This is an optimization exercise on Yosys and OpenROAD, whose aim is small area and a short achievable clock period, not a production implementation.
At most, simulation tests tie the RTL to the original design; equivalence was not proved.
Only the layout flow was run in runs 5 and 6; the RTL was not checked for function there.

`design/flow/config.mk`:
```
export PLATFORM = sky130hd
export DESIGN_NAME = cordic_stage
export DESIGN_NICKNAME = cordic_stage
export VERILOG_FILES = /design/flow/design.v
export SDC_FILE = /design/flow/constraint.sdc
export NUM_CORES = 4
export LEC_CHECK = 0
export CAP_MARGIN = 20
export CORE_MARGIN = 2
export CORE_UTILIZATION = 40
export CTS_CLUSTER_DIAMETER = 100
export CTS_CLUSTER_SIZE = 22
export SETUP_SLACK_MARGIN = 1.0
export SLEW_MARGIN = 20
```
`design/flow/constraint.sdc`:
```
create_clock -name core_clock -period 3.65 [get_ports {clk}]
set_input_delay 0.7300 -clock core_clock [delete_from_list [all_inputs] [get_ports {clk}]]
set_output_delay 0.7300 -clock core_clock [all_outputs]
set_load 0.01 [all_outputs]
```
`design/flow/design.v`:
```
`timescale 1ns / 1ps
module cordic_stage (clk, reset, X_i, Y_i, Z_i, X_O, Y_O, Z_O);
  input clk;
  input reset;
  input  signed [15:0] X_i;
  input  signed [15:0] Y_i;
  input  signed [15:0] Z_i;
  output signed [15:0] X_O;
  output signed [15:0] Y_O;
  output signed [15:0] Z_O;
  reg [16*15-1:0] ws;
  reg [16*15-1:0] vs;
  reg [14:0] q;
  reg [14:0] n;
  reg signed [13:0] z1;
  reg signed [13:0] z2;
  reg signed [12:0] z3;
  reg signed [11:0] z4;
  reg signed [10:0] z5;
  reg signed [9:0]  z6;
  reg signed [8:0]  z7;
  reg signed [7:0]  z8;
  reg signed [6:0]  z9;
  reg signed [5:0]  z10;
  reg signed [4:0]  z11;
  reg signed [3:0]  z12;
  reg signed [2:0]  z13;
  reg signed [1:0]  z14;
  reg               z15;
  reg               z15c, z15i;
  reg        [2:0]  zo;
  reg [15:0] xo, yo;
  reg [1:0]  wfl, vfl;
  reg [1:0]  k0x, k0y;
  reg        c1x;
  reg [1:0]  txr, tyr;
  wire qi = Z_i[15] ^ Z_i[14];
  always @(posedge clk) begin
    ws[15:0] <= X_i ^ {16{qi}};
    vs[15:0] <= Y_i ^ {16{Z_i[15]}};
    q[0]     <= qi;
    n[0]     <= Z_i[14];
    z1       <= {~Z_i[13], Z_i[12:0]};
  end
  wire [13:0] dnext = {z14[1], z13[2], z12[3], z11[4], z10[5], z9[6], z8[7],
                       z7[8], z6[9], z5[10], z4[11], z3[12], z2[13], z1[13]};
  wire signed [13:0] z2n;
  wire [15:0] w1n, v1n;
  cordic_iter #(.J(0), .WI(14), .WO(14), .A(4836)) it0 (.w(ws[15:0]), .v(vs[15:0]),
    .n(n[0]), .q(q[0]), .z(z1), .wo(w1n), .vo(v1n), .zo(z2n));
  wire signed [12:0] z3n;
  wire [15:0] w2n, v2n;
  cordic_iter #(.J(1), .WI(14), .WO(13), .A(2555)) it1 (.w(ws[31:16]), .v(vs[31:16]),
    .n(n[1]), .q(q[1]), .z(z2), .wo(w2n), .vo(v2n), .zo(z3n));
  wire signed [11:0] z4n;
  wire [15:0] w3n, v3n;
  cordic_iter #(.J(2), .WI(13), .WO(12), .A(1297)) it2 (.w(ws[47:32]), .v(vs[47:32]),
    .n(n[2]), .q(q[2]), .z(z3), .wo(w3n), .vo(v3n), .zo(z4n));
  wire signed [10:0] z5n;
  wire [15:0] w4n, v4n;
  cordic_iter #(.J(3), .WI(12), .WO(11), .A(651)) it3 (.w(ws[63:48]), .v(vs[63:48]),
    .n(n[3]), .q(q[3]), .z(z4), .wo(w4n), .vo(v4n), .zo(z5n));
  wire signed [9:0] z6n;
  wire [15:0] w5n, v5n;
  cordic_iter #(.J(4), .WI(11), .WO(10), .A(326)) it4 (.w(ws[79:64]), .v(vs[79:64]),
    .n(n[4]), .q(q[4]), .z(z5), .wo(w5n), .vo(v5n), .zo(z6n));
  wire signed [8:0] z7n;
  wire [15:0] w6n, v6n;
  cordic_iter #(.J(5), .WI(10), .WO(9), .A(163)) it5 (.w(ws[95:80]), .v(vs[95:80]),
    .n(n[5]), .q(q[5]), .z(z6), .wo(w6n), .vo(v6n), .zo(z7n));
  wire signed [7:0] z8n;
  wire [15:0] w7n, v7n;
  cordic_iter #(.J(6), .WI(9), .WO(8), .A(81)) it6 (.w(ws[111:96]), .v(vs[111:96]),
    .n(n[6]), .q(q[6]), .z(z7), .wo(w7n), .vo(v7n), .zo(z8n));
  wire signed [6:0] z9n;
  wire [15:0] w8n, v8n;
  cordic_iter #(.J(7), .WI(8), .WO(7), .A(41)) it7 (.w(ws[127:112]), .v(vs[127:112]),
    .n(n[7]), .q(q[7]), .z(z8), .wo(w8n), .vo(v8n), .zo(z9n));
  wire signed [5:0] z10n;
  wire [15:0] w9n, v9n;
  cordic_iter #(.J(8), .WI(7), .WO(6), .A(20)) it8 (.w(ws[143:128]), .v(vs[143:128]),
    .n(n[8]), .q(q[8]), .z(z9), .wo(w9n), .vo(v9n), .zo(z10n));
  wire signed [4:0] z11n;
  wire [15:0] w10n, v10n;
  cordic_iter #(.J(9), .WI(6), .WO(5), .A(10)) it9 (.w(ws[159:144]), .v(vs[159:144]),
    .n(n[9]), .q(q[9]), .z(z10), .wo(w10n), .vo(v10n), .zo(z11n));
  wire signed [3:0] z12n;
  wire [15:0] w11n, v11n;
  cordic_iter #(.J(10), .WI(5), .WO(4), .A(5)) it10 (.w(ws[175:160]), .v(vs[175:160]),
    .n(n[10]), .q(q[10]), .z(z11), .wo(w11n), .vo(v11n), .zo(z12n));
  wire signed [2:0] z13n;
  wire [15:0] w12n, v12n;
  cordic_iter #(.J(11), .WI(4), .WO(3), .A(3)) it11 (.w(ws[191:176]), .v(vs[191:176]),
    .n(n[11]), .q(q[11]), .z(z12), .wo(w12n), .vo(v12n), .zo(z13n));
  wire signed [1:0] z14n;
  wire [15:0] w13n, v13n;
  cordic_iter #(.J(12), .WI(3), .WO(2), .A(1)) it12 (.w(ws[207:192]), .v(vs[207:192]),
    .n(n[12]), .q(q[12]), .z(z13), .wo(w13n), .vo(v13n), .zo(z14n));
  wire [15:0] w14n, v14n;
  wire z15n;
  wire [1:0] w14f, v14f;
  cordic_iter #(.J(13), .WI(2), .WO(1), .A(1), .LAST(1)) it13 (.w(ws[223:208]), .v(vs[223:208]),
    .n(n[13]), .q(q[13]), .z(z14), .wo(w14n), .vo(v14n), .zo(z15n), .wf(w14f), .vf(v14f));
  always @(posedge clk) begin
    ws[31:16] <= w1n;
    vs[31:16] <= v1n;
    ws[47:32] <= w2n;
    vs[47:32] <= v2n;
    ws[63:48] <= w3n;
    vs[63:48] <= v3n;
    ws[79:64] <= w4n;
    vs[79:64] <= v4n;
    ws[95:80] <= w5n;
    vs[95:80] <= v5n;
    ws[111:96] <= w6n;
    vs[111:96] <= v6n;
    ws[127:112] <= w7n;
    vs[127:112] <= v7n;
    ws[143:128] <= w8n;
    vs[143:128] <= v8n;
    ws[159:144] <= w9n;
    vs[159:144] <= v9n;
    ws[175:160] <= w10n;
    vs[175:160] <= v10n;
    ws[191:176] <= w11n;
    vs[191:176] <= v11n;
    ws[207:192] <= w12n;
    vs[207:192] <= v12n;
    ws[223:208] <= w13n;
    vs[223:208] <= v13n;
    ws[239:224] <= w14n;
    vs[239:224] <= v14n;
    n[14:1] <= dnext;
    q[14:1] <= q[13:0];
    z2  <= z2n;
    z3  <= z3n;
    z4  <= z4n;
    z5  <= z5n;
    z6  <= z6n;
    z7  <= z7n;
    z8  <= z8n;
    z9  <= z9n;
    z10 <= z10n;
    z11 <= z11n;
    z12 <= z12n;
    z13 <= z13n;
    z14 <= z14n;
    z15 <= z15n;
    z15c <= z14[0];
    wfl <= w14f;
    vfl <= v14f;
    k0x <= {1'b0, ~dnext[13] ^ q[13]} + {1'b0, z14[0] ^ q[13]} + {1'b0, q[13]};
    k0y <= {1'b0, dnext[13] ^ q[13]} + {1'b0, ~z14[0] ^ q[13]} + {1'b0, q[13]};
    c1x <= ~dnext[13] ^ q[13];
    txr <= v14n[15:14] ^ {2{~dnext[13]}};
    tyr <= w14n[15:14] ^ {2{dnext[13]}};
    z15i  <= ~z14[0];
    zo[0] <= z15;
    zo[1] <= ~z15c;
    zo[2] <= z15i;
  end
  wire [15:0] xo_n, yo_n;
  cordic_last last (.w(ws[16*14 +: 16]), .v(vs[16*14 +: 16]), .wf(wfl), .vf(vfl), .tx(txr),
                    .ty(tyr), .d15(z15), .k0x(k0x), .k0y(k0y), .c1x(c1x), .xo(xo_n), .yo(yo_n));
  always @(posedge clk) begin
    xo <= xo_n;
    yo <= yo_n;
  end
  assign X_O = xo;
  assign Y_O = yo;
  assign Z_O = {{5{zo[2]}}, {5{zo[1]}}, {6{zo[0]}}};
endmodule
module cordic_iter (w, v, n, q, z, wo, vo, zo, wf, vf);
  parameter J = 0;
  parameter WI = 14;
  parameter WO = 14;
  parameter A = 0;
  parameter LAST = 0;
  input  [15:0]   w;
  input  [15:0]   v;
  input           n;
  input           q;
  input  [WI-1:0] z;
  output [15:0]   wo;
  output [15:0]   vo;
  output [WO-1:0] zo;
  output [1:0]    wf;        
  output [1:0]    vf;        
  localparam L = 16 - J;
  function [17:0] step;
    input [15:0] a;
    input [15:0] b;
    input        inv;
    input        cin;
    input        flip;
    reg   [L-1:0] bb, p, g, gg, pp, gn, pn;
    reg   [L:0]   c;
    reg           s, inc, dec, ones, zeros, o_hi, z_hi, o_up, z_up, ro, rz;
    integer i, d;
    begin
      bb = b[15:J] ^ {L{inv}};
      p  = a[L-1:0] ^ bb;
      g  = a[L-1:0] & bb;
      gg = g;
      pp = p;
      for (d = 1; d < L; d = d * 2) begin
        gn = gg; pn = pp;
        for (i = d; i < L; i = i + 1) begin
          gn[i] = gg[i] | (pp[i] & gg[i-d]);
          pn[i] = pp[i] & pp[i-d];
        end
        gg = gn; pp = pn;
      end
      c = {gg | (pp & {L{cin}}), cin};
      step[L-1:0] = p ^ c[L-1:0] ^ {L{flip}};
      s   = b[15] ^ inv;
      inc = c[L] & ~s;
      dec = ~c[L] & s;
      ones = 1'b1; zeros = 1'b1;
      for (i = L; i < 16; i = i + 1) begin
        step[i] = a[i] ^ flip ^ (c[L] ? ~s & ones : s & zeros);
        ones  = ones & a[i];
        zeros = zeros & ~a[i];
      end
      o_hi = 1'b1; z_hi = 1'b1;
      for (i = L + 1; i < 15; i = i + 1) begin
        o_hi = o_hi & a[i];
        z_hi = z_hi & ~a[i];
      end
      o_up = o_hi & a[L];
      z_up = z_hi & ~a[L];
      ro = (~inc & ~dec & o_up) | (inc & o_hi & ~a[L]) | (dec & z_up);
      rz = (~inc & ~dec & z_up) | (inc & o_up) | (dec & z_hi & a[L]);
      step[17] = flip ? rz : ro;
      step[16] = flip ? ro : rz;
    end
  endfunction
  wire nn = z[WI-1];
  wire [17:0] ws_, vs_;
  assign ws_ = step(w, v, 1'b1, ~n ^ q, 1'b0);
  assign vs_ = step(v, w, 1'b0, q, LAST ? n : n ^ nn);
  assign wo  = ws_[15:0];
  assign vo  = vs_[15:0];
  assign wf  = LAST ? ws_[17:16] : 2'b00;
  assign vf  = LAST ? vs_[17:16] : 2'b00;
  wire [WI-1:0] k = A;
  wire [WI-1:0] s = z + (nn ? k : -k);
  assign zo = s[WO-1:0];
endmodule
module cordic_step (a, b, cin, flip, o);
  parameter J = 0;
  parameter INV = 0;
  localparam L = 16 - J;
  input  [15:0] a;
  input  [15:0] b;
  input         cin;
  input         flip;
  output [15:0] o;
  wire [L-1:0] bb = b[15:J] ^ {L{INV[0]}};
  wire [L-1:0] p  = a[L-1:0] ^ bb;
  wire [L-1:0] g  = a[L-1:0] & bb;
  reg  [L:0]   c;
  reg  [L-1:0] gg, pp, gn, pn;
  integer i, d;
  always @(*) begin
    gg = {g[L-1:1], g[0] | (p[0] & cin)};
    pp = p;
    for (d = 1; d < L; d = d * 2) begin
      gn = gg; pn = pp;
      for (i = d; i < L; i = i + 1) begin
        gn[i] = gg[i] | (pp[i] & gg[i-d]);
        pn[i] = pp[i] & pp[i-d];
      end
      gg = gn; pp = pn;
    end
    c = {gg, cin};
  end
  assign o[L-1:0] = p ^ c[L-1:0] ^ {L{flip}};
  generate
    if (J > 0) begin : hi
      wire s   = b[15] ^ INV[0];
      wire inc = c[L] & ~s;
      wire dec = ~c[L] & s;
      reg  [15:L] oh;
      reg         ones, zeros;
      integer k;
      always @(*) begin
        ones = 1'b1; zeros = 1'b1;
        for (k = L; k < 16; k = k + 1) begin
          oh[k] = a[k] ^ flip ^ (inc & ones) ^ (dec & zeros);
          ones  = ones & a[k];
          zeros = zeros & ~a[k];
        end
      end
      assign o[15:L] = oh;
    end
  endgenerate
endmodule
module cordic_last (w, v, wf, vf, tx, ty, d15, k0x, k0y, c1x, xo, yo);
  input  [15:0] w;
  input  [15:0] v;
  input  [1:0]  wf;        
  input  [1:0]  vf;        
  input  [1:0]  tx;        
  input  [1:0]  ty;        
  input         d15;       
  input  [1:0]  k0x;       
  input  [1:0]  k0y;       
  input         c1x;       
  output [15:0] xo;
  output [15:0] yo;
  function [15:0] addlow;
    input [15:0] a;
    input [4:0]  lp;
    reg          ones, zeros;
    integer i;
    begin
      addlow[2:0] = lp[2:0];
      ones = 1'b1; zeros = 1'b1;
      for (i = 3; i < 16; i = i + 1) begin
        addlow[i] = a[i] ^ (lp[4] & ones) ^ (lp[3] & zeros);
        ones  = ones & a[i];
        zeros = zeros & ~a[i];
      end
    end
  endfunction
  function [1:0] sign14_tab;
    input [5:0] idx;
    reg [1:0] o;
    reg n00, n01, n02, n03, n04, n05, n06;
    begin
      n00 = ~((idx[0] | idx[3]) & idx[1]);
      n06 = ~(idx[0] & idx[3]);
      n01 = n06 & n00;
      n02 = idx[2] & ~(idx[5]);
      n03 = n02 & ~(idx[4]);
      n04 = idx[5] & ~(idx[2]);
      n05 = idx[4] & n04;
      o[0] = n01 & n03;
      o[1] = n05 & ~(n01);
      sign14_tab = o;
    end
  endfunction
  function [4:0] last_tab0;
    input [6:0] idx;
    reg [4:0] o;
    reg n00, n01, n02, n03, n04, n05, n06, n07, n08, n09, n10, n11, n12, n13, n14, n15, n16, n17, n18, n19, n20, n21, n22, n23;
    begin
      n00 = ~idx[4];
      n01 = idx[1] | ~(idx[3]);
      n02 = ~(idx[2] | idx[0]);
      n03 = idx[2] | idx[0];
      n04 = ~((n01 | n03) & idx[4]);
      n05 = idx[5] | ~(n04);
      n06 = idx[2] & idx[0];
      n07 = ~((n01 | n06) & n00);
      n08 = idx[6] | ~(n07);
      n09 = idx[1] & ~(idx[3]);
      n10 = ~((idx[2] & idx[0]) | idx[4]);
      n11 = n03 & ~(n10);
      n12 = idx[5] & n01;
      n13 = ~((n09 | n11) & n12);
      n14 = n06 & n09;
      n15 = ~(idx[5] | n02);
      n16 = ~(n09 & n15);
      n17 = n03 & n09;
      n18 = ~((n07 | n14) & (n17 | n04));
      n19 = ~((idx[5] | n18) & n13);
      n20 = idx[1] ^ idx[3];
      n21 = ~(idx[5] ^ n20);
      n22 = ~(idx[4] & n06);
      n23 = ~((n10 | n16) & n13);
      o[0] = ~((n00 & n02) | (n11 & n22));
      o[1] = ~(n11 ^ n21);
      o[2] = idx[6] ^ n19;
      o[3] = ~(n05 | n08);
      o[4] = idx[6] & n23;
      last_tab0 = o;
    end
  endfunction
  function [4:0] last_tab1;
    input [6:0] idx;
    reg [4:0] o;
    reg n00, n01, n02, n03, n04, n05, n06, n07, n08, n09, n10, n11, n12, n13, n14, n15, n16, n17, n18, n19, n20, n21, n22, n23, n24, n25, n26, n27;
    begin
      n00 = ~idx[1];
      n01 = ~idx[3];
      n02 = ~idx[5];
      n03 = idx[2] & idx[0];
      n04 = ~(idx[4] & n03);
      n05 = ~(idx[2] | idx[0]);
      n06 = ~((idx[2] | idx[0]) & idx[1]);
      n07 = ~((idx[2] & idx[0]) | idx[1]);
      n08 = idx[4] ? n07 : n06;
      n09 = idx[3] & ~(idx[4]);
      n10 = idx[3] & idx[4];
      n11 = ~((n06 & n09) | (n10 & n07));
      n12 = ~(idx[1] | idx[4]);
      n13 = ~(n05 & n12);
      n14 = ~((n05 & n12) | idx[5]);
      n15 = ~(n11 & n14);
      n16 = ~((n01 | n13) & idx[5]);
      n17 = idx[6] | ~(n16);
      n18 = idx[1] & n03;
      n19 = idx[4] & ~(idx[3]);
      n20 = n18 & n19;
      n21 = ~((n00 | n04) & (n08 | idx[3]));
      n22 = ~((n15 | n20) & (n21 | n16));
      n23 = ~((n08 & n13) | (n18 & idx[4]));
      n24 = ~(idx[3] ^ idx[5]);
      n25 = ~(n03 | n05);
      n26 = n02 & ~(n20);
      n27 = ~((n02 | n21) & idx[6]);
      o[0] = ~(idx[4] ^ n25);
      o[1] = ~(n23 ^ n24);
      o[2] = ~(idx[6] ^ n22);
      o[3] = n15 & ~(n17);
      o[4] = ~(n26 | n27);
      last_tab1 = o;
    end
  endfunction
  function signbit;
    input       a15;
    input [1:0] f;
    input [1:0] id;
    begin
      signbit = a15 ^ (id[1] & f[1]) ^ (id[0] & f[0]);
    end
  endfunction
  wire       w15s = signbit(w[15], wf, sign14_tab({w[2:0], tx, c1x}));
  wire       v15s = signbit(v[15], vf, sign14_tab({v[2:0], ty, ~c1x}));
  wire [6:0] ix   = {w[2:0], tx, k0x};
  wire [6:0] iy   = {v[2:0], ty, k0y};
  wire [15:0] x0 = addlow(w, last_tab0(ix));
  wire [15:0] x1 = addlow(w, last_tab1(ix));
  wire [15:0] y0 = addlow(v, last_tab0(iy));
  wire [15:0] y1 = addlow(v, last_tab1(iy));
  assign xo = (v15s ^ ~d15) ? x1 : x0;
  assign yo = (w15s ^ d15) ? y1 : y0;
endmodule
```
`design/flow/run.sh`:
```
#!/bin/bash
# synth_recipe.tcl (not shown) runs the flow's synth.tcl, then flattens the netlist and writes it again
# the make line also repeats each setting of config.mk as NAME=value (left out here)
make -C /OpenROAD-flow-scripts/flow DESIGN_CONFIG=/design/flow/config.mk WORK_HOME=/design/flow/orfs CLKGATE_MAP_FILE= SYNTH_SCRIPT=/design/flow/synth_recipe.tcl finish
```
==> results.ini, run 1 <==
[floorplanning]
ioPinCount = 98
start_util = 0.4051
fp-row-count = 109
die_width_um = 303.9
die_h_um = 303.9
core_mm2 = 0.08878
die_area_mm2 = 0.09233

[layout]
fin_area_mm2 = 0.04170
antenna_cells = 0
instances_no_fill = 5094
drive_above_1_share = 0.1173
syn_to_final_growth_pct = 15.94
nets = 4367

[clocking]
ctsHoldBuffers = 0
cts_sinks = 675
clk-insertion-delay-late_ns = 0.59
clk_pin_slew_ns = 0.09
h-tree-depth = 2
numCtsBuffers = 37
clk_path_buf_depth = 3
root_buffer = clkbuf_16
cts_tree = built

[routing]
drc_errors = 0
viasPerCell = 4.878
num_vias = 24850
final_antenna_net_count = 0
drt_first_pass_iters = 5
finalWirelength_mm = 71.50
routedWlPerCell_um = 14.04
drtIter0Drc = 936

[grt]
grt_use_total = 0.1495
grt_pass1_wl_mm = 116.1
grt_pass1_vias = 23900
antenna_found_initial = 1
overflow = 0
grt_max_degree = 25

[synthesis]
ys_top_cells_by_area = dfxtp_1 (38%), xnor2_1 (15%), ha_1 (12%)
synth_cells = 3753
synth_nets = 4196
yosysWarnings = 24
syn_area_per_cell_um2 = 9.584
synth_seq_cells = 675
ys_top_cells_by_count = dfxtp_1 (675), xnor2_1 (634), ha_1 (351)
yosysMostFrequentCell = dfxtp_1
synth_cell_type_count = 81
synth_top_area_cell = dfxtp_1
synth_top_area_frac = 0.3757
synth_area_mm2 = 0.03597
synth_edf_count = 0
synthArstFlopShare = 0
yosysSeqAreaShare = 0.3757
synthFlopType = dfxtp_1

[sta]
min_period_over_period = 0.7156
finalHoldViolCount = 0
setup_violations = 0
drv_slew = 0
final.setup.worst_slack_ns = 1.038
hold-worst-slack_ns = 0.3326
fin_setup_tns_ns = 0
worstMarginPinSlew_ns = 1.088
fmax_mhz = 382.9
period_needed_ns = 2.612
grt_setup_unrepaired = yes
maxSlewHeadroom = 0.2742
skew_ns = 0.04150

[critical_path]
cp-end-kind = flop
worst_ep_arrival_time_ns = 3.13
cp.required_ns = 4.17
path_max_fanout = 3
crit_path_start_kind = flop
crit_type = flop to flop

[place]
place_area_mm2 = 0.03834
place_congestion = 0.8130
dp_hpwl_mm = 54.48
port-buffer-count = 96
placedCellCount = 4958
pre_cts_ws_ns = 0.5253

[status]
run_status = timing/DRC/antenna clean

[run]
maxCapViolCount = 0

[min_path]
worstHoldPathType = flop to flop

-- logic make-up after synthesis --
logic type	synth area share
AND/OR/NAND/NOR	0.1090
flip-flops	0.3757
AO/OA/AOI/OAI	0.1092
buffers and inverters	0.04606
multiplexers	0.008731
XOR/XNOR	0.2042
adder cells (fa/ha/maj)	0.1471
-- cell usage in the layout, fill, tap and decap left out, drive strengths merged, types with 41 or more instances in the layout --
| master | count |
|---|---|
| a21o | 87 |
| a21oi | 205 |
| a31oi | 43 |
| buf | 114 |
| clkdlybuf4s50 | 96 |
| dfxtp | 675 |
| fa | 42 |
| ha | 351 |
| inv | 347 |
| nand2 | 120 |
| nand3 | 61 |
| nor2 | 224 |
| nor3 | 111 |
| o21ai | 66 |
| o21bai | 41 |
| xnor2 | 635 |
| xor2 | 201 |
-- what timing repair did --
action                                  CTS  global route
buffers inserted                         30            62
pin swaps                                34            99
endpoints found under the setup margin  114           127
gates resized for setup                 123           204
-- metal layers --
layer	vias to the layer above	GRT usage	part of all wire
met5	-	0	0
met4	0	0.03969	0.022
met3	78	0.01783	0.025
met2	220	0.2623	0.48
met1	11650	0.1938	0.47
li1	12910	-	-
-- worst max-delay path, stage by stage, from the launching register on --
cell and delay (ns):
dfxtp_4 0.37, inv_4 0.04, ha_4 0.21, nand2b_4 0.15, a221oi_4 0.30, o211ai_1 0.14, buf_4 0.17, a221oi_4 0.32
o41ai_4 0.14, o211ai_1 0.20, buf_4 0.17, a21oi_4 0.06, o21bai_1 0.17, xnor2_1 0.12
-- stage by stage --
stage | util
CTS | 0.4527
finish | 0.4697
global route | 0.4697
detailed placement | 0.4319
global placement | 0.4316
floorplan | -
-- sequential cells by signal, summed over array words and instances, names as in the netlist, 3 cells and up --
signal	count
z1	14
z2	14
vs	240
z13	3
z3	13
z8	8
yo	16
ws	240
z12	4
z7	9
z9	7
z11	5
xo	16
z5	11
z10	6
z6	10
z4	12
-- final cells by class --
| type | instances | area, um^2 |
|---|---|---|
| fillers | 8320 | 47080 |
| multi-input cells | 2653 | 22450 |
| flip-flops and latches | 675 | 13630 |
| repair buffers | 210 | 1832 |
| well taps | 1165 | 1458 |
| inverters | 347 | 1314 |
| clock buffers | 40 | 968.4 |
| clock inverters | 4 | 48.80 |
-- path summary, 6_finish.rpt --
kind         cells after the start     end  startpoint  slack [ns]
max reg2reg                     13  vs[31]       vs[0]        1.04
max                             13  vs[31]       vs[0]        1.04
min reg2reg                      0   z2[1]       z1[1]        0.33
min                              0   z2[1]       z1[1]        0.33
==> inputs of run 2 (changes only) <==
--- a/design/flow/config.mk
+++ b/design/flow/config.mk
@@ -7,2 +7,3 @@
 export LEC_CHECK = 0
+export ABC_AREA = 1
 export CAP_MARGIN = 20
@@ -12,3 +13,5 @@
 export CTS_CLUSTER_SIZE = 22
-export SETUP_SLACK_MARGIN = 1.0
+export SETUP_SLACK_MARGIN = 1.3
 export SLEW_MARGIN = 20
+export SYNTH_HIERARCHICAL = 1
+export SYNTH_MINIMUM_KEEP_SIZE = 0
==> results.ini, run 2 <==
[routing]
drc_errors = 0
num_vias = 39490
finalWirelength_mm = 110.3
drtIter0Drc = 1822
viasPerCell = 4.854
routedWlPerCell_um = 13.56
drt_first_pass_iters = 5
final_antenna_net_count = 0

[floorplanning]
ioPinCount = 98
die_h_um = 345.0
fp-row-count = 125
start_util = 0.4019
core_mm2 = 0.1157
die_area_mm2 = 0.1190
die_width_um = 345.0

[critical_path]
cp-end-kind = primary output
cp.required_ns = 2.92
worst_path_largest_cell_delay_ns = 0.55
worst_ep_arrival_time_ns = 1.55
crit_path_cell_trace = clkdlybuf4s50_1
worstPathBufferInverterCount = 1
crit_slowest_cell = clkdlybuf4s50_1
path_max_fanout = 6
cp_top_family = buffers and inverters
crit_path_start_kind = flop
crit_type = flop to primary output

[layout]
reg_top3 = vs x240, ws x240
fin_util = 0.4330
final_cell_mix = nand2_1 (1823), inv_1 (941), dfxtp_1 (662)
syn_to_final_growth_pct = 7.733
fin_area_mm2 = 0.05011
regArea_mm2 = 0.01357
multi_input_area_mm2 = 0.02857
instances_no_fill = 8135
layout_commonest_cell = nand2_1
antenna_cells = 0
fill_cells = 11940
nets = 7036
drive_above_1_share = 0.05264

[clocking]
clk_path_buf_depth = 3
numCtsBuffers = 41
clk_pin_slew_ns = 0.08
root_buffer = clkbuf_16
clk-insertion-delay-late_ns = 0.66
h-tree-depth = 2
cts_sinks = 677
cts_tree = built

[place]
place_congestion = 0.8855
port-buffer-count = 96
dp_hpwl_mm = 90.50
placedCellCount = 8065
pre_cts_ws_ns = 0.9604
place_area_mm2 = 0.04866

[sta]
grt_setup_unrepaired = no
skew_ns = 0.03752
setup_violations = 0
fin_setup_tns_ns = 0
hold-worst-slack_ns = 0.3332
period_needed_ns = 2.277
fmax_mhz = 439.2
worstMarginPinSlew_ns = 0.9155
drv_slew = 0
final.setup.worst_slack_ns = 1.373
min_period_over_period = 0.6238
finalHoldViolCount = 0
maxSlewHeadroom = 0.3897

[synthesis]
synth_cells = 6533
yosysWarnings = 30
syn_area_per_cell_um2 = 7.120
synth_area_mm2 = 0.04652
synth_nets = 6977

[grt]
antenna_found_initial = 0
grt_pass1_vias = 37850
grt_max_degree = 23
grt_use_total = 0.1824
grt_pass1_wl_mm = 183.1
overflow = 0

[status]
run_status = timing/DRC/antenna clean

[run]
maxCapViolCount = 0

[min_path]
worstHoldPathType = flop to flop

run 2: cell types whose count changed in the layout (fill, tap and decap cells not counted), moves of 73 or more:
cell     before   now
inv_1       338   941
nor2_1      218   404
nand3_1      57   580
xnor2_1     628   171
nand2_1     115  1823
a21oi_1     176   273
nand4_1      28   138
buf_4       110    12
xor2_1      182   382
o21ai_0      52   125
run 2: layer usage:
layer  global-route usage  share of wire  vias to the layer above
met2               0.3435           0.51                      631
met1               0.2150           0.44                    17850
li1                     -              -                    20840
met4              0.05997          0.028                        0
met3              0.01745          0.029                      166
met5                    0              0                        -
run 2: layout make-up:
cell class,count,share of cell area
clock inverters,19,0.005168
multi-input cells,4784,0.5700
repair buffers,109,0.02132
repair inverters,1,0.00009987
inverters,978,0.07368
flip-flops and latches,677,0.2708
well taps,1524,0.03805
clock buffers,43,0.02082
run 2: what timing repair did:
item,CTS,global route
gates cloned,0,1
hold buffers,0,0
endpoints found under the setup margin,34,62
pin swaps,0,2
resized for setup,14,23
setup buffers,1,6
run 2: worst paths after layout:
| check | slack [ns] | end | cells past startpoint | from |
|---|---|---|---|---|
| setup / recovery | 1.37 | Z_O[4] | 1 | zo[0] |
| hold / removal | 0.33 | z2[1] | 0 | z1[1] |
| setup reg to reg | 1.42 | vs[152] | 7 | ws[143] |
| hold reg to reg | 0.33 | z2[1] | 0 | z1[1] |
==> inputs of run 3 (changes only) <==
--- a/design/flow/config.mk
+++ b/design/flow/config.mk
@@ -7,9 +7,9 @@
 export LEC_CHECK = 0
-export ABC_AREA = 1
 export CAP_MARGIN = 20
 export CORE_MARGIN = 2
-export CORE_UTILIZATION = 40
+export CORE_UTILIZATION = 55
 export CTS_CLUSTER_DIAMETER = 100
 export CTS_CLUSTER_SIZE = 22
-export SETUP_SLACK_MARGIN = 1.3
+export PLACE_DENSITY = 0.7
+export SETUP_SLACK_MARGIN = 1.2
 export SLEW_MARGIN = 20
==> results.ini, run 3 <==
[sta]
fin_setup_tns_ns = 0
fmax_mhz = 414.4
grt_setup_unrepaired = yes
finalHoldViolCount = 0
skew_ns = 0.02726
setup_violations = 0
period_needed_ns = 2.413
maxSlewHeadroom = 0.2948
worstMarginPinSlew_ns = 1.057
drv_slew = 0
min_period_over_period = 0.6612

[synthesis]
synth_area_mm2 = 0.03886
synth_nets = 4487
synth_cells = 4043
yosysWarnings = 30
syn_area_per_cell_um2 = 9.612

[place]
port-buffer-count = 96
dp_hpwl_mm = 57.38
place_congestion = 0.8702
placedCellCount = 4994

[layout]
fill_cells = 6000
instances_no_fill = 5072
final_cell_mix = dfxtp_1 (642), xnor2_1 (605), ha_1 (336)
antenna_cells = 0
syn_to_final_growth_pct = 9.414
nets = 4571
layout_commonest_cell = dfxtp_1
reg_top3 = vs x240, ws x240
drive_above_1_share = 0.08858

[run]
maxCapViolCount = 0

[grt]
grt_max_degree = 37
overflow = 0
antenna_found_initial = 1
grt_pass1_vias = 26170
grt_pass1_wl_mm = 122.1
grt_use_total = 0.1969

[critical_path]
worst_ep_arrival_time_ns = 2.92
cp.required_ns = 4.16
path_max_fanout = 4
crit_path_start_kind = flop
cp-end-kind = flop
crit_type = flop to flop

[clocking]
root_buffer = clkbuf_16
clk_pin_slew_ns = 0.08
h-tree-depth = 2
cts_sinks = 677
clk-insertion-delay-late_ns = 0.59
cts_tree = built
clk_path_buf_depth = 3
numCtsBuffers = 37

[status]
run_status = timing/DRC/antenna clean

[routing]
drt_first_pass_iters = 7
drc_errors = 0
drtIter0Drc = 1133
final_antenna_net_count = 0
num_vias = 27170
routedWlPerCell_um = 14.41
finalWirelength_mm = 73.08
viasPerCell = 5.356

[floorplanning]
ioPinCount = 98
fp-row-count = 97
die_h_um = 269.8
die_width_um = 269.8
core_mm2 = 0.07003
start_util = 0.5550
die_area_mm2 = 0.07280

[min_path]
worstHoldPathType = flop to flop

run 3: final cells by class:
class	count	area, um^2	area share
clock inverters	6	50.05	0.001177
clock buffers	38	939.7	0.02210
flip-flops and latches	677	13610	0.3202
repair buffers	150	1399	0.03290
well taps	940	1176	0.02766
inverters	309	1166	0.02742
multi-input cells	2952	24180	0.5686
run 3: per-layer routing:
| layer | global-route usage | wire (um) | up-vias |
|---|---|---|---|
| li1 | - | - | 14110 |
| met1 | 0.2416 | 32540 | 12590 |
| met2 | 0.3655 | 36910 | 369 |
| met3 | 0.01840 | 2012 | 99 |
| met4 | 0.05453 | 1614 | 0 |
| met5 | 0 | 0 | - |
run 3: path summary, 6_finish.rpt:
check	startpoint	to	slack (ns)	cells after the start
worst max register to register	vs[138]	ws[155]	1.24	8
worst max-delay path	vs[138]	ws[155]	1.24	8
worst min register to register	z15i	zo[2]	0.33	0
worst min-delay path	z15i	zo[2]	0.33	0
run 3: critical path: stages (launching register included):
cell      delay [ns]
dfxtp_1         0.37
inv_1           0.07
ha_1            0.31
and3_1          0.21
a2111o_1        0.44
a221oi_4        0.36
buf_4           0.19
mux2i_1         0.21
xor2_1          0.19
run 3: timing repair:
action | 4_1_cts | 5_1_grt
setup endpoints to repair | 75 | 112
hold endpoints to repair | 0 | 0
hold buffers | 0 | 0
resized for setup | 58 | 102
gates cloned | 0 | 0
buffers inserted | 12 | 22
pin swaps | 10 | 24
run 3: metrics by stage:
step	util	cell area (um^2)	worst slack [ns]	hold WS [ns]
CTS	0.5987	41920	1.196	0.3321
global placement	0.5792	40560	0.8806	0.3107
finish	0.6072	42520	1.237	0.3313
floorplan	-	38870	1.245	0.3096
global route	0.6072	42520	1.086	0.3388
detailed placement	0.5794	40580	0.8888	0.3121
==> inputs of run 4 (changes only) <==
--- a/design/flow/config.mk
+++ b/design/flow/config.mk
@@ -9,6 +9,6 @@
 export CORE_MARGIN = 2
-export CORE_UTILIZATION = 55
+export CORE_UTILIZATION = 70
 export CTS_CLUSTER_DIAMETER = 100
 export CTS_CLUSTER_SIZE = 22
-export PLACE_DENSITY = 0.7
+export PLACE_DENSITY = 0.85
 export SETUP_SLACK_MARGIN = 1.2
==> results.ini, run 4 <==
[status]
run_status = timing/DRC/antenna clean

[clocking]
ctsHoldBuffers = 0
clk_pin_slew_ns = 0.09
numCtsBuffers = 37
clk_path_buf_depth = 3
cts_tree = built
clk-insertion-delay-late_ns = 0.57
h-tree-depth = 2
root_buffer = clkbuf_16
cts_sinks = 677

[layout]
reg_top3 = vs x240, ws x240
drive_above_1_share = 0.09100
nets = 4573
final_cell_mix = dfxtp_1 (641), xnor2_1 (604), ha_1 (332)
layout_commonest_cell = dfxtp_1
antenna_cells = 0
fin_util = 0.7709
syn_to_final_growth_pct = 9.079

[sta]
period_needed_ns = 2.554
finalHoldViolCount = 0
drv_slew = 0
maxSlewHeadroom = 0.2792
fin_setup_tns_ns = 0
grt_setup_unrepaired = yes
fmax_mhz = 391.6
skew_ns = 0.01833
min_period_over_period = 0.6996
setup_violations = 0
worstMarginPinSlew_ns = 1.080

[grt]
use_met3 = 0.02801
grt_pass1_vias = 27060
grt_use_total = 0.2606
met2_usage = 0.4833
use_met1 = 0.3131
antenna_found_initial = 0
grt_max_degree = 37
grt-busiest-layer = met2
grt_pass1_wl_mm = 125.3
overflow = 0

[critical_path]
cp-end-kind = flop
rr_worst_depth = 8
cp.required_ns = 4.14
worst_ep_arrival_time_ns = 3.04
crit_path_start_kind = flop
path_max_fanout = 4
reg2reg_to = vs[95]
r2r_start = vs[64]
crit_type = flop to flop
ff2ff_setup_slack_ns = 1.10

[run]
maxCapViolCount = 0

[routing]
routedWlPerCell_um = 15.88
final_antenna_net_count = 0
drt_first_pass_iters = 5
drc_errors = 0
num_vias = 28180
viasPerCell = 5.775
drtIter0Drc = 1726
finalWirelength_mm = 77.48

[floorplanning]
core_mm2 = 0.05499
die_area_mm2 = 0.05742
ioPinCount = 98
die_width_um = 239.6
start_util = 0.7068
fp-row-count = 86
die_h_um = 239.6

[place]
place_congestion = 0.8852
dp_hpwl_mm = 58.21
port-buffer-count = 96

[synthesis]
yosysWarnings = 30
synth_area_mm2 = 0.03886
syn_area_per_cell_um2 = 9.612
synth_cells = 4043
synth_nets = 4487

[min_path]
min_path_cells = 0
holdPathEnd = zo[2]
hp-start = z15i
worstHoldPathType = flop to flop

run 4: cell types whose count changed in the layout (fill, tap and decap cells not counted), moves of 3 or more:
cell      change
ha_2          +3
ha_1          -4
dfxtp_4       +4
a211oi_2      -3
dfxtp_2       -3
run 4: worst max-delay path, stage by stage, from the launching register on:
cell,delay (ns)
dfxtp_4,0.36
ha_4,0.23
a211o_1,0.31
a2111oi_4,0.34
a21oi_2,0.11
a221o_2,0.43
a21oi_4,0.25
mux2i_2,0.28
xnor2_1,0.16
run 4: per-stage QoR:
| stage | hold slack [ns] | instances | setup WS [ns] | cell area, um^2 |
|---|---|---|---|---|
| 2_1_floorplan | 0.3096 | 4043 | 1.245 | 38870 |
| 3_3_place_gp | 0.3104 | 4797 | 0.9360 | 40290 |
| 3_5_place_dp | 0.3121 | 4798 | 0.9016 | 40300 |
| 4_1_cts | 0.3321 | 4859 | 1.079 | 41720 |
| 5_1_grt | 0.3413 | 4880 | 1.054 | 42390 |
| 6_report | 0.3328 | 4880 | 1.096 | 42390 |
run 4: final cells by class:
type / count / area [um^2]
clock buffers: 38 / 939.7
flip-flops and latches: 677 / 13630
fillers: 3547 / 12590
clock inverters: 4 / 60.06
well taps: 748 / 935.9
inverters: 309 / 1162
repair buffers: 152 / 1409
multi-input cells: 2952 / 24260
run 4: timing repair:
action / in CTS / in global routing
pin swaps: 18 / 38
endpoints found under the setup margin: 82 / 108
endpoints found under the hold margin: 0 / 0
gates cloned: 0 / 0
gates resized for setup: 63 / 114
buffers inserted: 19 / 21
run 4: worst max path at each step:
stage | start | to | slack (ns) | cells after the start
after floorplan | ws[221] | vfl[1] | 1.25 | 9
after global placement | tyr[1] | xo[5] | 0.94 | 7
after detailed placement | tyr[1] | xo[5] | 0.90 | 7
after CTS | vs[64] | vs[95] | 1.08 | 8
after global routing | vs[64] | vs[95] | 1.05 | 8
final | vs[64] | vs[95] | 1.10 | 8
run 4: layer usage:
layer	share of wire	vias up
met2	0.51	603
met4	0.028	0
met5	0	-
met3	0.038	165
met1	0.43	13290
li1	-	14120
==> inputs of run 5 (changes only) <==
--- a/design/flow/design.v
+++ b/design/flow/design.v
@@ -188,3 +188,3 @@
   output [1:0]    vf;        
-  localparam L = 16 - J;
+  localparam L = J < 5 ? 16 : 16 - J;
   function [17:0] step;
@@ -195,2 +195,3 @@
     input        flip;
+    reg   [15:0]  bs;
     reg   [L-1:0] bb, p, g, gg, pp, gn, pn;
@@ -200,3 +201,4 @@
     begin
-      bb = b[15:J] ^ {L{inv}};
+      bs = $signed(b) >>> J;
+      bb = bs[L-1:0] ^ {L{inv}};
       p  = a[L-1:0] ^ bb;
--- a/design/flow/config.mk
+++ b/design/flow/config.mk
@@ -9,6 +9,5 @@
 export CORE_MARGIN = 2
-export CORE_UTILIZATION = 70
+export CORE_UTILIZATION = 40
 export CTS_CLUSTER_DIAMETER = 100
 export CTS_CLUSTER_SIZE = 22
-export PLACE_DENSITY = 0.85
 export SETUP_SLACK_MARGIN = 1.2
==> results.ini, run 5 <==
[sta]
drv_slew = 0
min_period_over_period = 0.6513
skew_ns = 0.02090
fin_setup_tns_ns = 0
setup_violations = 0
maxSlewHeadroom = 0.2624
period_needed_ns = 2.377
worstMarginPinSlew_ns = 1.106
finalHoldViolCount = 0
hold-worst-slack_ns = 0.3282
grt_setup_unrepaired = no
fmax_mhz = 420.7

[layout]
nets = 4781
reg_top3 = vs x240, ws x240
antenna_cells = 0
fill_cells = 9597
final_cell_mix = dfxtp_1 (642), xnor2_1 (590), ha_1 (355)
layout_commonest_cell = dfxtp_1
drive_above_1_share = 0.08262
syn_to_final_growth_pct = 10.03

[clocking]
clk-insertion-delay-late_ns = 0.61
root_buffer = clkbuf_16
clk_pin_slew_ns = 0.09
ctsHoldBuffers = 0
cts_tree = built
clk_path_buf_depth = 3
cts_sinks = 677
numCtsBuffers = 39
h-tree-depth = 2

[floorplanning]
ioPinCount = 98
start_util = 0.4017
core_mm2 = 0.09971
die_area_mm2 = 0.1027
fp-row-count = 116
die_width_um = 320.4
die_h_um = 320.4

[routing]
num_vias = 28570
drtIter0Drc = 1279
finalWirelength_mm = 81.25
final_antenna_net_count = 0
drc_errors = 0
viasPerCell = 5.074
drt_first_pass_iters = 5
routedWlPerCell_um = 14.43

[synthesis]
synth_cells = 4245
yosysWarnings = 62
synth_nets = 4705
synth_area_mm2 = 0.04005
syn_area_per_cell_um2 = 9.435

[status]
run_status = timing/DRC/antenna clean

[grt]
grt_use_total = 0.1535
grt_pass1_wl_mm = 132.3
grt_pass1_vias = 27220
grt_max_degree = 37
overflow = 0
antenna_found_initial = 0

[run]
maxCapViolCount = 0

[min_path]
worstHoldPathType = flop to flop

[place]
port-buffer-count = 96
place_congestion = 0.8816
dp_hpwl_mm = 64.31

[critical_path]
worst_ep_arrival_time_ns = 2.89
crit_type = flop to flop
cp.required_ns = 4.16
path_max_fanout = 10
crit_path_start_kind = flop
cp-end-kind = flop

run 5: changes by cell type in the layout (fill, tap and decap cells not counted), moves of 11 or more:
cell,before,now
nand2_1,155,198
ha_1,332,355
xnor2_1,604,590
xor2_1,187,202
o21ai_0,103,123
a21oi_1,193,238
a21o_1,76,87
nor2_1,199,222
nor2b_1,36,24
run 5: cell type report:
| class | count | area [um^2] | share of cell area |
|---|---|---|---|
| multi-input combinational | 3143 | 25140 | 0.5706 |
| sequential | 677 | 13620 | 0.3091 |
| tap | 1298 | 1624 | 0.03686 |
| timing repair buffer | 142 | 1326 | 0.03010 |
| inverter | 318 | 1204 | 0.02732 |
| clock buffer | 44 | 1036 | 0.02351 |
| clock inverter | 9 | 110.1 | 0.002499 |
run 5: critical path: stages, from the launching register on:
cell and delay, ns:
dfxtp_1 0.34, inv_1 0.04, ha_1 0.42, inv_1 0.29, nor3_4 0.07, a311oi_1 0.51, o41ai_1 0.14, a211o_1 0.28
a22oi_1 0.20
run 5: timing repair:
action,in CTS,in global routing
pin swaps,9,23
buffers inserted,7,21
hold endpoints to repair,0,0
gates resized for setup,49,97
setup endpoints to repair,83,116
run 5: per-layer routing:
layer | track usage | vias up | share of wire
met5 | 0 | - | 0
met4 | 0.04559 | 0 | 0.024
met3 | 0.01661 | 105 | 0.027
met2 | 0.2868 | 410 | 0.50
met1 | 0.1837 | 13130 | 0.45
li1 | - | 14920 | -
run 5: final timing paths:
check	depth (start not counted)	endpoint	from	slack, ns
setup reg to reg	8	ws[31]	vs[8]	1.27
setup / recovery	8	ws[31]	vs[8]	1.27
hold / removal	0	z6[0]	z5[0]	0.33
hold reg to reg	0	z6[0]	z5[0]	0.33
run 5: stage by stage:
step	cells	utilization	setup WS, ns	instance area, um^2
after CTS	5610	0.4366	1.202	43530
final	5631	0.4419	1.273	44060
after global placement	5550	0.4228	0.6295	42160
after floorplan	4245	-	1.245	40060
after detailed placement	5550	0.4228	0.6136	42160
after global routing	5631	0.4419	1.179	44060
==> inputs of run 6 (changes only) <==
--- a/design/flow/config.mk
+++ b/design/flow/config.mk
@@ -12,3 +12,3 @@
 export CTS_CLUSTER_SIZE = 22
-export SETUP_SLACK_MARGIN = 1.2
+export SETUP_SLACK_MARGIN = 1.35
 export SLEW_MARGIN = 20
==> results.ini, run 6 <==
[status]
run_status = timing/DRC/antenna clean

[floorplanning]
die_width_um = 320.4
start_util = 0.4017
die_h_um = 320.4
die_area_mm2 = 0.1027
ioPinCount = 98
fp-row-count = 116
core_mm2 = 0.09971

[grt]
grt_use_total = 0.1574
overflow = 0
grt_pass1_vias = 27590
antenna_found_initial = 1
grt_max_degree = 37
grt_pass1_wl_mm = 135.3

[layout]
reg_top3 = vs x240, ws x240
layout_commonest_cell = dfxtp_1
multi_input_area_mm2 = 0.02588
drive_above_1_share = 0.1195
nets = 4817
instances_no_fill = 5665
regArea_mm2 = 0.01370
final_cell_mix = dfxtp_1 (612), xnor2_1 (588), ha_1 (322)
antenna_cells = 0
fill_cells = 9549
syn_to_final_growth_pct = 12.70

[clocking]
clk-insertion-delay-late_ns = 0.61
clk_path_buf_depth = 3
cts_sinks = 677
root_buffer = clkbuf_16
ctsHoldBuffers = 0
h-tree-depth = 2
numCtsBuffers = 38
cts_tree = built
clk_pin_slew_ns = 0.09

[sta]
period_needed_ns = 2.305
fmax_mhz = 433.8
setup_violations = 0
min_period_over_period = 0.6315
finalHoldViolCount = 0
maxSlewHeadroom = 0.2421
fin_setup_tns_ns = 0
worstMarginPinSlew_ns = 1.136
skew_ns = 0.02184
drv_slew = 0
grt_setup_unrepaired = yes

[critical_path]
crit_path_frequent_cell = ha_4
worstPathBufferInverterCount = 0
crit_type = flop to flop
cp-end-kind = flop
worst_path_largest_cell_delay_ns = 0.38
path_max_fanout = 2
crit_path_start_kind = flop
crit_slowest_cell = or3b_4
worst_ep_arrival_time_ns = 2.85
cp_top_family = simple AND/OR/NAND/NOR gates
crit_path_cell_trace = ha_4, a211oi_4, nor2_1, or2_4, ha_4, or3b_4, nor4_4, a32oi_1, o21ai_1
cp.required_ns = 4.20

[run]
maxCapViolCount = 0

[synthesis]
synth_area_mm2 = 0.04005
synth_nets = 4705
synth_cells = 4245
yosysWarnings = 62
syn_area_per_cell_um2 = 9.435

[routing]
num_vias = 28970
routedWlPerCell_um = 14.56
final_antenna_net_count = 0
drtIter0Drc = 1278
viasPerCell = 5.113
drc_errors = 0
finalWirelength_mm = 82.47
drt_first_pass_iters = 7

[place]
place_congestion = 0.8877
dp_hpwl_mm = 63.85
port-buffer-count = 96
placedCellCount = 5550

[min_path]
worstHoldPathType = flop to flop

[run 6: cell count changes in the layout (fill, tap and decap cells not counted), sizes merged]
cell           before  now
buf                46   83
clkdlybuf4s50      96   79
dlygate4sd2         0   11
dlymetal6s2s        0    6
clkbuf             44   40
bufinv              0    1
clkinv              5    6
inv               319  318
[run 6: metal layers]
layer  vias up  share of wire  track usage
li1      15010              -            -
met1     13360           0.44       0.1907
met2       460           0.50       0.2885
met3       134          0.028      0.01705
met4         0          0.032      0.05269
met5         -              0            0
[run 6: worst paths after layout]
| check | depth (start not counted) | slack [ns] | end | start |
|---|---|---|---|---|
| worst max-delay path | 9 | 1.34 | vfl[0] | vs[208] |
| worst min-delay path | 0 | 0.32 | z2[1] | z1[1] |
| worst max register to register | 9 | 1.34 | vfl[0] | vs[208] |
| worst min register to register | 0 | 0.32 | z2[1] | z1[1] |
[run 6: worst register-to-register path, cell delays in order (launching register included)]
cell and delay (ns):
dfxtp_2 0.34, ha_4 0.24, a211oi_4 0.23, nor2_1 0.08
or2_4 0.24, ha_4 0.27, or3b_4 0.38, nor4_4 0.26
a32oi_1 0.10, o21ai_1 0.10
[run 6: repair_timing]
| item | CTS | global route |
|---|---|---|
| resized for setup | 137 | 194 |
| buffers inserted | 24 | 41 |
| cloned | 0 | 0 |
| endpoints found under the hold margin | 0 | 0 |
| endpoints found under the setup margin | 157 | 154 |
| pin swaps | 29 | 49 |
[run 6: area by class of cell]
class	instances	share of cell area
multi-input cells	3143	0.5734
flip-flops and latches	677	0.3035
repair buffers	179	0.03656
well taps	1298	0.03598
inverters	318	0.02678
clock buffers	40	0.02123
clock inverters	10	0.002606
[run 6: per-stage QoR]
step	hold slack (ns)	instance area (um^2)	setup slack, ns	utilization
floorplan	0.3096	40110	1.330	-
global placement	0.3107	42200	0.8003	0.4233
detailed placement	0.3121	42200	0.8206	0.4233
CTS	0.3214	43930	1.269	0.4406
global route	0.3203	45130	1.248	0.4527
finish	0.3153	45130	1.345	0.4527

## what the ideal ports hide
No port has a modelled driver above. Below, the same layouts with a new extraction and two added sets of constraints.
Step 1 assumes that a clkbuf_16 drives the clock port and a buf_2 every other input.
Step 2, shift: input delay + t, output delay - t, t = (earliest + latest rising clock arrival at the registers) / 2. This alone moves slack from input paths to output paths.
Slacks: ideal ports / drivers / drivers and shift; pairs: ideal ports / drivers.
| run | shift t [ns] | setup WS [ns] | worst register clock-pin slew, ns |
|---|---|---|---|
| run 1 | 0.632 | 1.038 / 1.038 / 1.038 | 0.09 / 0.09 |
| run 2 | 0.716 | 1.373 / 1.300 / 1.366 | 0.09 / 0.09 |
| run 3 | 0.645 | 1.237 / 1.237 / 1.237 | 0.09 / 0.09 |
| run 4 | 0.631 | 1.096 / 1.096 / 1.096 | 0.09 / 0.09 |
| run 5 | 0.668 | 1.273 / 1.273 / 1.273 | 0.09 / 0.09 |
| run 6 | 0.663 | 1.345 / 1.343 / 1.310 | 0.10 / 0.10 |
After both steps setup and hold are still met in every run listed. The setup slack of run 6, which loses most, moves by -0.002 ns with the drivers and by -0.035 ns with both steps.
